What follows belongs to an exercise in optimizing a design on an open flow for small area; a production flow would make more cautious choices.
The RTL was checked by simulation tests, not by an equivalence proof against the original design.

[design.v]
module EECS3216_Lab4 (input Clock,
							 input TimerON,  
							 input Coin5,
							 input Coin10,
							 input Coin20,
							 input Reset,
							 output reg [6:0] tenSec,
							 output reg [6:0] oneSec,
							 output reg C5Enable,
							 output reg C10Enable,
							 output reg C20Enable);
  parameter ON  = 1'b1;
  parameter OFF = 1'b0;
  enum logic [5:0] {RST, C5, C10, C20, Timer} State, NextState;
  integer count;
  integer Time;
  integer IgnoreTimer;
  reg toggle;
  reg ignore;  
  parameter TRUE = 1'b1;
  parameter FALSE = 1'b0;
  parameter D = 32'd1000;
  parameter DEBOUNCE = 23'd200;
  always @(posedge Clock)
  begin
	if (TimerON)
		State <= Timer;
	else if (!TimerON && !Coin5 && !Coin10 && !Coin20)
		State <= RST;
	else
		State <= NextState;
  end
  always @(posedge Clock)
  begin
		if (Reset == 1'b0) begin
			Time <= 0;
			count <= 0;
			toggle <= 0;
			ignore <= 0;
			IgnoreTimer <= 0;
			C5Enable <= 1;
			C10Enable <= 1;
			C20Enable <= 1;
		end
		else begin
		if(State == RST) begin
			C5Enable <= 1;
			C10Enable <= 1;
			C20Enable <= 1;
		end
		if(State == C5 && C5Enable == 1) begin
			if (ignore == 1)
				IgnoreTimer <= IgnoreTimer + 23'b1;
			else if (ignore == 0) begin
				if(Time > 93)
					Time <= 99;
				else
					Time <= Time + 5;
				C5Enable <= 0;
				ignore <= 1;
			end
		end
		if(State == C10 && C10Enable == 1) begin
			if (ignore == 1)
				IgnoreTimer <= IgnoreTimer + 23'b1;
			else if (ignore == 0) begin
				if(Time > 88)
					Time <= 99;
				else
					Time <= Time + 10;
				C10Enable <= 0;
				ignore <= 1;
			end
		end
		if(State == C20 && C20Enable == 1) begin
			if (ignore == 1)
				IgnoreTimer <= IgnoreTimer + 23'b1;
			else if (ignore == 0) begin
				if(Time > 78)
					Time <= 99;
				else
					Time <= Time + 20;
				C20Enable <= 0;
				ignore <= 1;
			end
		end
		if (IgnoreTimer  == DEBOUNCE) begin
			IgnoreTimer <= 23'd0;
			ignore <= 0;
		end
		count <= count + 32'd1;
		if (count >= (D - 32'd1)) begin
			count <= 32'd0;
			toggle <= ~toggle;
			if(State == Timer && toggle) begin
				Time <= Time - 1;
				if(Time < 1)
					Time <= 0;
			end
		end
		end
		case (Time / 10)
			5'd1: tenSec <= 7'b1111001;
			5'd2: tenSec <= 7'b0100100;
			5'd3: tenSec <= 7'b0110000;
			5'd4: tenSec <= 7'b0011001;
			5'd5: tenSec <= 7'b0010010;
			5'd6: tenSec <= 7'b0000010;
			5'd7: tenSec <= 7'b1111000;
			5'd8: tenSec <= 7'b0000000;
			5'd9: tenSec <= 7'b0011000;
			default: tenSec <= 7'b1000000;  
		endcase
		case (Time % 10)
			5'd1: oneSec <= 7'b1111001;
			5'd2: oneSec <= 7'b0100100;
			5'd3: oneSec <= 7'b0110000;
			5'd4: oneSec <= 7'b0011001;
			5'd5: oneSec <= 7'b0010010;
			5'd6: oneSec <= 7'b0000010;
			5'd7: oneSec <= 7'b1111000;
			5'd8: oneSec <= 7'b0000000;
			5'd9: oneSec <= 7'b0011000;
			default: oneSec <= 7'b1000000;  
		endcase
	end
  always @(*)
  begin
  case (State)
		C5:		begin
					if (!Coin5)
						NextState = RST;
					else
						NextState = C5;
					end
		C10:		begin
					if (!Coin10)
						NextState = RST;
					else
						NextState = C10;
					end
		C20:		begin
					if (!Coin20)
						NextState = RST;
					else
						NextState = C20;
					end
	  default:	begin
					if(Coin5)
						NextState = C5;
					else if (Coin10)
						NextState = C10;
					else if (Coin20)
						NextState = C20;
					else
						NextState = RST;
					end
  endcase
  end
endmodule
[run.sh]
#!/bin/bash
# synth_recipe.tcl (not shown) runs the flow's synth.tcl, then flattens the netlist and writes it again
# the make line also repeats each setting of config.mk as NAME=value (left out here)
make -C /OpenROAD-flow-scripts/flow DESIGN_CONFIG=/design/flow/config.mk WORK_HOME=/design/flow/orfs CLKGATE_MAP_FILE= SYNTH_SCRIPT=/design/flow/synth_recipe.tcl finish
[config.mk]
export PLATFORM = sky130hd
export DESIGN_NAME = EECS3216_Lab4
export DESIGN_NICKNAME = EECS3216_Lab4
export VERILOG_FILES = /design/flow/design.v
export SDC_FILE = /design/flow/constraint.sdc
export NUM_CORES = 4
export LEC_CHECK = 0
export CAP_MARGIN = 20
export CORE_MARGIN = 2
export CORE_UTILIZATION = 40
export SLEW_MARGIN = 20
[constraint.sdc]
create_clock -name core_clock -period 20.0 [get_ports {Clock}]
set_input_delay 4.0000 -clock core_clock [delete_from_list [all_inputs] [get_ports {Clock}]]
set_output_delay 4.0000 -clock core_clock [all_outputs]
set_load 0.01 [all_outputs]
==> results_dict.tcl, run 1 <==
set metrics [dict create \
    yosysWarnings 1 \
    postRouteWirelength_um 39200 \
    maxCapViolCount 0 \
    synthArstFlopShare_pct 0 \
    maxSlewViolCount 0 \
    antenna_found_initial 0 \
    numClockSinks 118 \
    finalSetupTns_ns 0 \
    ios 23 \
    regArea_um2 2360 \
    fin_area_um2 13600 \
    status "timing/DRC/antenna clean" \
    slowest_stage "dfxtp_1" \
    diodes 0 \
    cts_resized 0 \
    syn_avg_cell_area_um2 7.38 \
    drc_errors 0 \
    cp_common_cell "nor3_1" \
    die_h_um 181 \
    yosysMostFrequentCell "nor2_1" \
    hold_viol_final 0 \
    numPortBuffers 22 \
    tritoncts "done" \
    relSlewSlack_pct 28.8 \
    fill_cells 3125 \
    ctsHoldBuffers 0 \
    critical_path_required_ns 20.34 \
    cp-end-kind "register" \
    placed_area_um2 13000 \
    postCtsSetupBuffers 0 \
    fmaxAchievable_mhz 62.5 \
    cp-start-kind "register" \
    gp_congestion 0.983 \
    start_util_pct 40.8 \
    grt_overflow_total 0 \
    die_area_um2 32700 \
    htree_levels 4 \
    use_met2_pct 35.4 \
    fin_crit_ns 16.01 \
    vias 13300 \
    multi_input_area_um2 9560 \
    use_met3_pct 3.29 \
    grt-busiest-layer "met2" \
    yosysSeqAreaShare_pct 18.9 \
    synth_edf_count 0 \
    period_share_pct 80.1 \
    syn_to_final_growth_pct 8.87 \
    clk_latency_ns 0.42 \
    synth_common_cells "nor2_1, nand2_1, dfxtp_1" \
    critPathArrivalTime_ns 16.35 \
    grt_pass1_vias 12000 \
    drt-wirelength-per-cell_um 18.8 \
    synth_top_area_share_pct 18.9 \
    rows 64 \
    grtUsageTotal_pct 23.3 \
    worst_pin_slew_ns 1.06 \
    yosysUniqueCellTypes 126 \
    fin_skew_ns 0.0141 \
    drive_gt1_share_pct 9.56 \
    ys_seq_elements 118 \
    criticalPathCategory "register to register" \
    ys.flop_type "dfxtp_1" \
    final-setup-viol-count 0 \
    clockBufferDepth 2 \
    critPathMaxStageDelay_ns 0.91 \
    grt_max_degree 40 \
    die_x_um 181 \
    synth_area_um2 12500 \
    first_pass_iters 5 \
    use_met1_pct 33.7 \
    cts_buffers 17 \
    initialDrtViolationCount 1377 \
    core_um2 30700 \
    place_hpwl_um 27700 \
    rsz0062_at_grt "no" \
    ant_nets 0 \
    layout.nets 1706 \
    path_max_fanout 25 \
    hold_class "register to register" \
    grt_pass1_wl_um 63800 \
    clock-root-buffer "clkbuf_16" \
    clk_pin_slew_ns 0.06 \
    yosysTopAreaCell "dfxtp_1" \
    syn_inst 1697 \
    yosys-top-cells-area "dfxtp_1, nor2_1, xnor2_1" \
    vias_per_cell 6.38 \
]
[metrics by stage]
step	std cells	utilization [%]	hold slack (ns)	setup WS (ns)
final	2080	44.4	0.455	3.99
after detailed placement	2048	42.4	0.441	4.35
after floorplan	1718	-	0.418	7.68
after global placement	2048	42.4	0.434	4.84
after global routing	2080	44.4	0.491	2.57
after CTS	2080	44.4	0.454	4.33
[final cells by class]
class / instances / area share (%)
Timing Repair Buffer: 52 / 3.27
Tap cell: 396 / 3.64
Clock inverter: 14 / 1.27
Clock buffer: 18 / 3.22
Multi-Input combinational cell: 1440 / 70.1
Inverter: 42 / 1.16
Sequential cell: 118 / 17.3
[metal layers]
metal | vias up | share of wire (%)
met5 | - | 0
met4 | 0 | 2.7
met3 | 78 | 8.0
met2 | 614 | 43
met1 | 6269 | 46
li1 | 6310 | -
[final timing paths]
kind	startpoint	to	slack [ns]	depth (start not counted)
worst max-delay path	Time[3]$_SDFF_PN0_	oneSec[3]$_SDFF_PP0_	3.99	44
worst min-delay path	count[0]$_SDFF_PP0_	count[0]$_SDFF_PP0_	0.45	1
worst max register to register	Time[3]$_SDFF_PN0_	oneSec[3]$_SDFF_PP0_	3.99	44
worst min register to register	count[0]$_SDFF_PP0_	count[0]$_SDFF_PP0_	0.45	1
[logic make-up (layout without fill, tap and decap cells)]
group	after synthesis	in the layout	synth area share [%]
fa+ha+maj	30	30	2.98
buf+inv	160	126	5.47
simple gates	714	714	29.3
flops	118	118	18.9
other cells	1	22	0.0300
compound gates	525	525	31.7
xor+xnor	123	123	9.14
mux	26	26	2.51
[critical path: cells and delay by family, from the launching register on]
kind	cells	cell delay [ns]
flip-flops	1	0.91
adder cells (fa/ha/maj)	2	0.69
buffers and inverters	2	0.50
multiplexers	2	0.83
XOR/XNOR	1	0.16
AO/OA/AOI/OAI	23	9.00
AND/OR/NAND/NOR	14	3.82
[placed cells by master (no fill, tap or decap), drive strengths merged, types with 13 or more instances in the layout]
cell type / synthesis / routed
o221ai: 14 / 14
a21o: 15 / 15
o21ai: 110 / 110
ha: 29 / 29
dfxtp: 118 / 118
nand2: 156 / 156
nand3: 69 / 69
o22ai: 31 / 31
a31oi: 26 / 26
buf: 36 / 30
or3: 30 / 30
nand4: 29 / 29
o211ai: 23 / 23
nor4: 37 / 37
nor3: 66 / 66
clkbuf: 82 / 18
a21oi: 89 / 89
a22oi: 18 / 18
xor2: 46 / 46
inv: 38 / 41
clkdlybuf4s50: 0 / 22
conb: 1 / 22
and3: 25 / 25
a211oi: 21 / 21
o2111ai: 14 / 14
nand2b: 19 / 19
nor2: 185 / 185
xnor2: 77 / 77
o31ai: 13 / 13
o21a: 13 / 13
mux2i: 17 / 17
and2: 38 / 38
==> run 2: changes to the inputs <==
==> design.v (replaced) <==
module EECS3216_Lab4 (input Clock,
                      input TimerON,
                      input Coin5,
                      input Coin10,
                      input Coin20,
                      input Reset,
                      output [6:0] tenSec,
                      output [6:0] oneSec,
                      output reg C5Enable,
                      output reg C10Enable,
                      output reg C20Enable);
  reg       mt;
  reg [1:0] mc;
  reg [10:0] nh;
  reg [7:0] s;
  reg [2:0] u, b;
  reg       v, a;
  reg [2:0] op;
  localparam OP_NONE = 3'd0, OP_ADD5 = 3'd1, OP_ADD10 = 3'd2, OP_ADD20 = 3'd3,
             OP_DEC = 3'd4, OP_CLR = 3'd5;
  wire is_idle = ~mt & (mc == 2'd0);
  wire is_c5   = (mc == 2'd1);
  wire is_c10  = (mc == 2'd2);
  wire is_c20  = (mc == 2'd3);
  wire held = (is_c5 & Coin5) | (is_c10 & Coin10) | (is_c20 & Coin20);
  wire [1:0] prio = Coin5 ? 2'd1 : Coin10 ? 2'd2 : Coin20 ? 2'd3 : 2'd0;
  wire [1:0] mc_n = TimerON ? 2'd0 : (mc == 2'd0) ? prio : held ? mc : 2'd0;
  always @(posedge Clock) begin
    mt <= TimerON;
    mc <= mc_n;
  end
  wire nh_end = (nh == 11'b10010000000);
  wire nh_clr = nh_end | ~Reset;
  always @(posedge Clock)
    nh <= nh_clr ? 11'd0 : {nh[9:0], ~(nh[10] ^ nh[1])};
  wire cw = (is_c5 & C5Enable) | (is_c10 & C10Enable) | (is_c20 & C20Enable);
  wire s_zero = (s == 8'd0);
  wire s_end  = (s == 8'b10000011);
  always @(posedge Clock)
    if (~Reset | s_end) s <= 8'd0;
    else if (cw) s <= {s[6:0], ~(s[7] ^ s[2])};
  wire acc = cw & s_zero;
  always @(posedge Clock) begin
    if (~Reset | is_idle) begin
      C5Enable <= 1'b1; C10Enable <= 1'b1; C20Enable <= 1'b1;
    end else if (acc) begin
      if (is_c5)  C5Enable <= 1'b0;
      if (is_c10) C10Enable <= 1'b0;
      if (is_c20) C20Enable <= 1'b0;
    end
  end
  always @(posedge Clock)
    op <= ~Reset ? OP_CLR : acc ? {1'b0, mc} : (mt & nh_end) ? OP_DEC : OP_NONE;
  localparam [2:0] Q0 = 3'b000, Q4 = 3'b100;
  function [2:0] up5(input [2:0] c);   up5 = {c[1:0], ~(c[2] | c[1])}; endfunction
  function [2:0] down5(input [2:0] c); down5 = {~(c[1] | c[0]), c[2:1]}; endfunction
  reg [2:0] nu, nb;
  reg       nv, na;
  wire u4 = (u == Q4);
  wire t0 = (u == Q0) & ~v & ~a & (b == Q0);
  always @(*) begin
    nu = u; nv = v; na = a; nb = b;
    case (op)
      OP_ADD5:  if (u4 & v & a) begin nv = 1'b1; na = 1'b1; nb = Q4; end
                else begin
                  na = ~a;
                  if (a) begin nv = ~v; if (v) nu = up5(u); end
                end
      OP_ADD10: if (u4 & v) begin na = 1'b1; nb = Q4; end
                else begin nv = ~v; if (v) nu = up5(u); end
      OP_ADD20: if (u4) begin nv = 1'b1; na = 1'b1; nb = Q4; end
                else nu = up5(u);
      OP_DEC:   if (!t0) begin
                  nb = down5(b);
                  if (b == Q0) begin
                    na = ~a;
                    if (!a) begin nv = ~v; if (!v) nu = down5(u); end
                  end
                end
      OP_CLR:   begin nu = Q0; nv = 1'b0; na = 1'b0; nb = Q0; end
      default: ;
    endcase
  end
  always @(posedge Clock) begin
    u <= nu; v <= nv; a <= na; b <= nb;
  end
  wire [3:0] ten_code = {u, v};
  wire [3:0] one_code = {a, b};
  localparam [15:0] TEN0 = 16'b0000000001000010, TEN1 = 16'b0001000010000000, TEN2 = 16'b0000000000000100, TEN3 = 16'b0010001001000010, TEN4 = 16'b0010001011001010, TEN5 = 16'b0010000000001110, TEN6 = 16'b1110110000110011;
  localparam [15:0] ONE0 = 16'b0000000000010010, ONE1 = 16'b0000001100000000, ONE2 = 16'b0000000000001000, ONE3 = 16'b0001100000010010, ONE4 = 16'b0001100101010010, ONE5 = 16'b0000100001001010, ONE6 = 16'b1010110010100111;
  assign tenSec = {TEN6[ten_code], TEN5[ten_code], TEN4[ten_code], TEN3[ten_code], TEN2[ten_code], TEN1[ten_code], TEN0[ten_code]};
  assign oneSec = {ONE6[one_code], ONE5[one_code], ONE4[one_code], ONE3[one_code], ONE2[one_code], ONE1[one_code], ONE0[one_code]};
endmodule
==> results_dict.tcl, run 2 <==
set metrics [dict create \
    ys.flop_type "dfxtp_1" \
    yosysTopAreaCell "dfxtp_1" \
    initialDrtViolationCount 100 \
    r2r_start "b[1]$_DFFE_PP_" \
    numPortBuffers 22 \
    syn_avg_cell_area_um2 8.69 \
    fin_crit_ns 5.99 \
    synth_area_um2 1920 \
    yosysUniqueCellTypes 44 \
    maxCapViolCount 0 \
    synth_top_family_by_area "simple AND/OR/NAND/NOR gates" \
    fin_ws_ns 14.01 \
    postRouteWirelength_um 3590 \
    top_regs "nh (11), s (8)" \
    fill_cells 449 \
    drive_gt1_share_pct 4.60 \
    first_pass_iters 4 \
    fin_skew_ns 0.00525 \
    critPathArrivalTime_ns 1.99 \
    synth_compound_area_share_pct 18.6 \
    maxSlewViolCount 0 \
    yosysSeqAreaShare_pct 41.7 \
    cp-end-kind "output port" \
    gp_congestion 0.796 \
    cts_resized 0 \
    clk_pin_slew_ns 0.07 \
    die_x_um 73.3 \
    vias_per_cell 5.25 \
    criticalPathCategory "register to output port" \
    dpl_worst_slack_ns 14.31 \
    cp-start-kind "register" \
    die_h_um 73.3 \
    clockBufferDepth 2 \
    hold_path_depth 1 \
    yosys-top-cells-area "dfxtp_1, edfxtp_1, nor2_1" \
    synth_edf_count 8 \
    synthSimpleGateAreaFrac_pct 22.6 \
    grtUsageTotal_pct 14.3 \
    antenna_found_initial 0 \
    fmaxAchievable_mhz 167 \
    die_area_um2 5370 \
    grt_max_degree 20 \
    grt_pass1_wl_um 5910 \
    final_common_cell "nor2_1" \
    synthArstFlopShare_pct 0 \
    synth_fa_ha_area_share_pct 4.56 \
    diodes 0 \
    whs_endpoint "nh[5]$_SDFF_PP0_" \
    synth_top_area_share_pct 29.2 \
    cts_buffers 5 \
    reg2reg_to "b[2]$_DFFE_PP_" \
    rows 25 \
    syn_to_final_growth_pct 17.2 \
    core_um2 4660 \
    worst_pin_slew_ns 0.507 \
    fin_area_um2 2250 \
    vias 1538 \
    ctsHoldBuffers 0 \
    placed_area_um2 2160 \
    ys_seq_elements 36 \
    path_max_fanout 9 \
    worstRegToRegCells 6 \
    relSlewSlack_pct 66.1 \
    largest_reg_flops 11 \
    final-setup-viol-count 0 \
    r2r_setup_slack_ns 17.70 \
    grt_pass1_vias 1328 \
    cp-startpoint "u[0]$_DFFE_PP_" \
    hold_viol_final 0 \
    synth_mux_area_share_pct 6.91 \
    clock-root-buffer "clkbuf_8" \
    yosysWarnings 1 \
    synth_common_cells "nor2_1, dfxtp_1, a21oi_1, o21ai_0" \
    synth_xor_area_share_pct 0.912 \
    hp-start "nh[4]$_SDFF_PP0_" \
    place_hpwl_um 2600 \
    drc_errors 0 \
    ant_nets 0 \
    layout_common_cells "nor2_1, dfxtp_1, clkdlybuf4s50_1, o21ai_0, a21oi_1" \
    regMostFlops "nh" \
    period_share_pct 30.0 \
    numClockSinks 36 \
    ios 23 \
    holdWs_ns 0.463 \
    tritoncts "done" \
    postCtsSetupBuffers 0 \
    critical_path_required_ns 16.00 \
    hold_class "register to register" \
    syn_inst 221 \
    status "timing/DRC/antenna clean" \
    clk_latency_ns 0.28 \
    grt_overflow_total 0 \
    layout.nets 251 \
    start_util_pct 41.2 \
    drt-wirelength-per-cell_um 12.2 \
    yosysMostFrequentCell "nor2_1" \
    rsz0062_at_grt "no" \
    htree_levels 2 \
    finalSetupTns_ns 0 \
]
run 2: cells by family (layout without fill, tap and decap cells):
group / Yosys count / in the layout
muxes: 12 / 12
AOI/OAI and AO/OA: 56 / 56
DFF: 36 / 36
buffers and inverters: 23 / 41
and+or+nand+nor: 85 / 85
xor gates and xnor gates: 2 / 2
adders and majority gates: 7 / 7
run 2: worst max-delay path: stages, from the launching register on:
cell and delay, ns:
edfxtp_1 0.51, nand2b_1 0.24, o21ai_0 0.10, a22o_1 0.16, a21boi_1 0.15, clkdlybuf4s50_1 0.55
run 2: how the worst max path moves through the flow:
stage	endpoint	slack, ns
final	tenSec[3]	14.01
after global routing	tenSec[3]	13.80
after CTS	oneSec[3]	13.99
after detailed placement	oneSec[3]	14.31
after global placement	tenSec[3]	14.36
after floorplan	tenSec[3]	14.75
run 2: stage by stage:
stage	util, %	std cells
6_report	48.3	293
5_1_grt	48.3	293
4_1_cts	48.3	293
3_5_place_dp	46.3	285
3_3_place_gp	46.3	285
2_1_floorplan	-	221
run 2: cell type report:
cell class | instances | area [um2] | share of cell area [%]
multi-input cells | 162 | 1030 | 45.7
flip-flops and latches | 36 | 801 | 35.6
repair buffers | 22 | 220 | 9.78
clock buffers | 6 | 82.6 | 3.67
well taps | 54 | 67.6 | 3.00
inverters | 11 | 41.3 | 1.83
clock inverters | 2 | 10.0 | 0.445
run 2: routing by layer:
layer / part of all wire, % / routed length [um] / global-route usage (%) / vias to the layer above
li1: - / - / - / 811
met4: 1.2 / 42 / 6.06 / 0
met2: 48 / 1710 / 23.6 / 26
met3: 3.4 / 121 / 4.53 / 5
met5: 0 / 0 / 0 / -
met1: 48 / 1710 / 17.1 / 696
==> run 3: changes to the inputs <==
--- a/config.mk
+++ b/config.mk
@@ -9,3 +9,6 @@
 export CORE_MARGIN = 2
 export CORE_UTILIZATION = 40
+export CTS_BUF_LIST = sky130_fd_sc_hd__clkbuf_4
+export CTS_CLUSTER_DIAMETER = 100
+export CTS_CLUSTER_SIZE = 40
 export SLEW_MARGIN = 20
==> results_dict.tcl, run 3 <==
set metrics [dict create \
    maxSlewViolCount 0 \
    grt_max_degree 20 \
    criticalPathCategory "register to output port" \
    dpl_worst_slack_ns 14.31 \
    ys.flop_type "dfxtp_1" \
    postRouteWirelength_um 3600 \
    setup.worst_path.end "tenSec[3]" \
    largest_reg_flops 11 \
    ys_seq_elements 36 \
    layout_common_cells "nor2_1, dfxtp_1, clkdlybuf4s50_1, o21ai_0, a21oi_1" \
    yosys-top-cells-area "dfxtp_1, edfxtp_1, nor2_1" \
    worst_pin_slew_ns 0.507 \
    holdWs_ns 0.468 \
    placed_area_um2 2160 \
    syn_inst 221 \
    grt_pass1_wl_um 5890 \
    core_um2 4660 \
    yosysTopAreaCell "dfxtp_1" \
    ant_nets 0 \
    rows 25 \
    htree_levels 2 \
    fin_skew_ns 0.0101 \
    drive_gt1_share_pct 4.18 \
    maxCapViolCount 0 \
    rsz0062_at_grt "no" \
    cp_cell_sequence "nand2b_1, o21ai_0, a22o_1, a21boi_1, clkdlybuf4s50_1" \
    die_x_um 73.3 \
    numClockSinks 36 \
    period_share_pct 30.3 \
    yosysWarnings 1 \
    diodes 0 \
    numPortBuffers 22 \
    place_hpwl_um 2600 \
    grtUsageTotal_pct 14.1 \
    synth_common_cells "nor2_1, dfxtp_1, a21oi_1, o21ai_0" \
    ios 23 \
    die_h_um 73.3 \
    cp-startpoint "u[2]$_DFFE_PP_" \
    reg2reg_to "b[2]$_DFFE_PP_" \
    final-setup-viol-count 0 \
    r2r_start "b[1]$_DFFE_PP_" \
    regMostFlops "nh" \
    fmaxAchievable_mhz 165 \
    post-route-util_pct 47.4 \
    antenna_found_initial 0 \
    hold_class "register to register" \
    synth_edf_count 8 \
    r2r_setup_slack_ns 17.69 \
    postCtsSetupBuffers 0 \
    top_regs "nh (11), s (8)" \
    grt_overflow_total 0 \
    synth_area_um2 1920 \
    gp_congestion 0.796 \
    clk_pin_slew_ns 0.11 \
    tritoncts "done" \
    initialDrtViolationCount 112 \
    yosysSeqAreaShare_pct 41.7 \
    syn_avg_cell_area_um2 8.69 \
    drc_errors 0 \
    die_area_um2 5370 \
    critical_path_required_ns 16.00 \
    fin_ws_ns 13.95 \
    cp_top_family "flip-flops" \
    first_pass_iters 4 \
    grt_pass1_vias 1325 \
    ctsHoldBuffers 0 \
    cts_buffers 5 \
    fin_crit_ns 6.05 \
    synth_top_area_share_pct 29.2 \
    cp_num_buf_inv 1 \
    synthArstFlopShare_pct 0 \
    clockBufferDepth 2 \
    slowest_stage "edfxtp_1" \
    relSlewSlack_pct 66.1 \
    vias_per_cell 5.19 \
    worst-path-stages 5 \
    fill_cells 455 \
    layout.nets 251 \
    finalSetupTns_ns 0 \
    critPathArrivalTime_ns 2.05 \
    path_max_fanout 13 \
    final_common_cell "nor2_1" \
    critPathMaxStageDelay_ns 0.60 \
    clock-root-buffer "clkbuf_4" \
    start_util_pct 41.2 \
    worstRegToRegCells 6 \
    status "timing/DRC/antenna clean" \
    cp-start-kind "register" \
    vias 1522 \
    clk_latency_ns 0.33 \
    cts_resized 0 \
    yosysUniqueCellTypes 44 \
    drt-wirelength-per-cell_um 12.3 \
    fin_area_um2 2210 \
    yosysMostFrequentCell "nor2_1" \
    hold_viol_final 0 \
    syn_to_final_growth_pct 15.0 \
    cp-end-kind "output port" \
]
run 3: cell count changes in the layout (fill, tap and decap cells not counted):
cell / before / now
clkbuf_4: 0 / 5
clkinv_1: 0 / 1
clkbuf_8: 6 / 0
run 3: worst min-delay path by stage:
stage,start,to,slack (ns),depth (start not counted)
2_1_floorplan,nh[3]$_SDFF_PP0_,nh[4]$_SDFF_PP0_,0.44,1
3_3_place_gp,nh[4]$_SDFF_PP0_,nh[5]$_SDFF_PP0_,0.44,1
3_5_place_dp,nh[5]$_SDFF_PP0_,nh[6]$_SDFF_PP0_,0.45,1
4_1_cts,nh[4]$_SDFF_PP0_,nh[5]$_SDFF_PP0_,0.48,1
5_1_grt,nh[4]$_SDFF_PP0_,nh[5]$_SDFF_PP0_,0.49,1
6_report,nh[4]$_SDFF_PP0_,nh[5]$_SDFF_PP0_,0.47,1
run 3: cell type report:
| class | instances | area, um2 | area share [%] |
|---|---|---|---|
| timing repair buffer | 22 | 220 | 9.97 |
| clock buffer | 5 | 37.5 | 1.70 |
| tap | 54 | 67.6 | 3.06 |
| multi-input combinational | 162 | 1030 | 46.5 |
| sequential | 36 | 801 | 36.2 |
| inverter | 11 | 41.3 | 1.87 |
| clock inverter | 3 | 13.8 | 0.623 |
run 3: through the flow:
stage,std cells
2_1_floorplan,221
3_5_place_dp,285
3_3_place_gp,285
5_1_grt,293
6_report,293
4_1_cts,293
run 3: logic make-up (layout without fill, tap and decap cells):
kind of cell	Yosys count	after routing	share of synthesized area, %
buf+inv	23	41	4.76
compound gates	56	56	18.6
xor+xnor	2	2	0.912
flops	36	36	41.7
fa+ha+maj	7	7	4.56
mux	12	12	6.91
simple gates	85	85	22.6
run 3: per-layer routing:
layer  share of wire (%)  GRT usage [%]
met5                   0              0
met1                  49           17.1
met3                 2.6           3.70
met4                 1.2           6.06
met2                  47           23.5
run 3: worst reg2reg max path, stage by stage, from the launching register on:
cell and delay [ns]:
edfxtp_1 0.49, inv_1 0.14, ha_1 0.25, or4b_4 0.50, o41ai_2 0.24, o2bb2ai_1 0.21
o21ba_1 0.24

-- static timing again, ports no longer ideal --
The flow's constraints put no driver on any port. The routed layouts listed below were extracted and timed again, unchanged, in two steps.
Step 1, drivers: a clkbuf_16 drives Clock and a buf_2 each remaining input, both assumed.
Step 2 adds t to the input delays and takes it off the output delays; t is the mean of the earliest and latest rising clock arrival at the registers after step 1. Input paths then give back, and output paths get back, about the clock's delay inside the block.
a / b / c = ideal / step 1 / step 2; a / b = the first two.
run	t, ns	setup slack, ns	hold slack, ns	latest minus earliest clock arrival (ns)	worst slew at a driven data input, ns
run 1	0.463	3.990 / 3.990 / 3.990	0.455 / 0.455 / 0.455	0.015 / 0.015	0.03
run 2	0.304	14.009 / 13.983 / 14.287	0.463 / 0.463 / 0.463	0.006 / 0.005	0.03
run 3	0.349	13.946 / 13.922 / 14.271	0.468 / 0.468 / 0.468	0.010 / 0.011	0.03
After both steps every run listed still meets setup and hold.
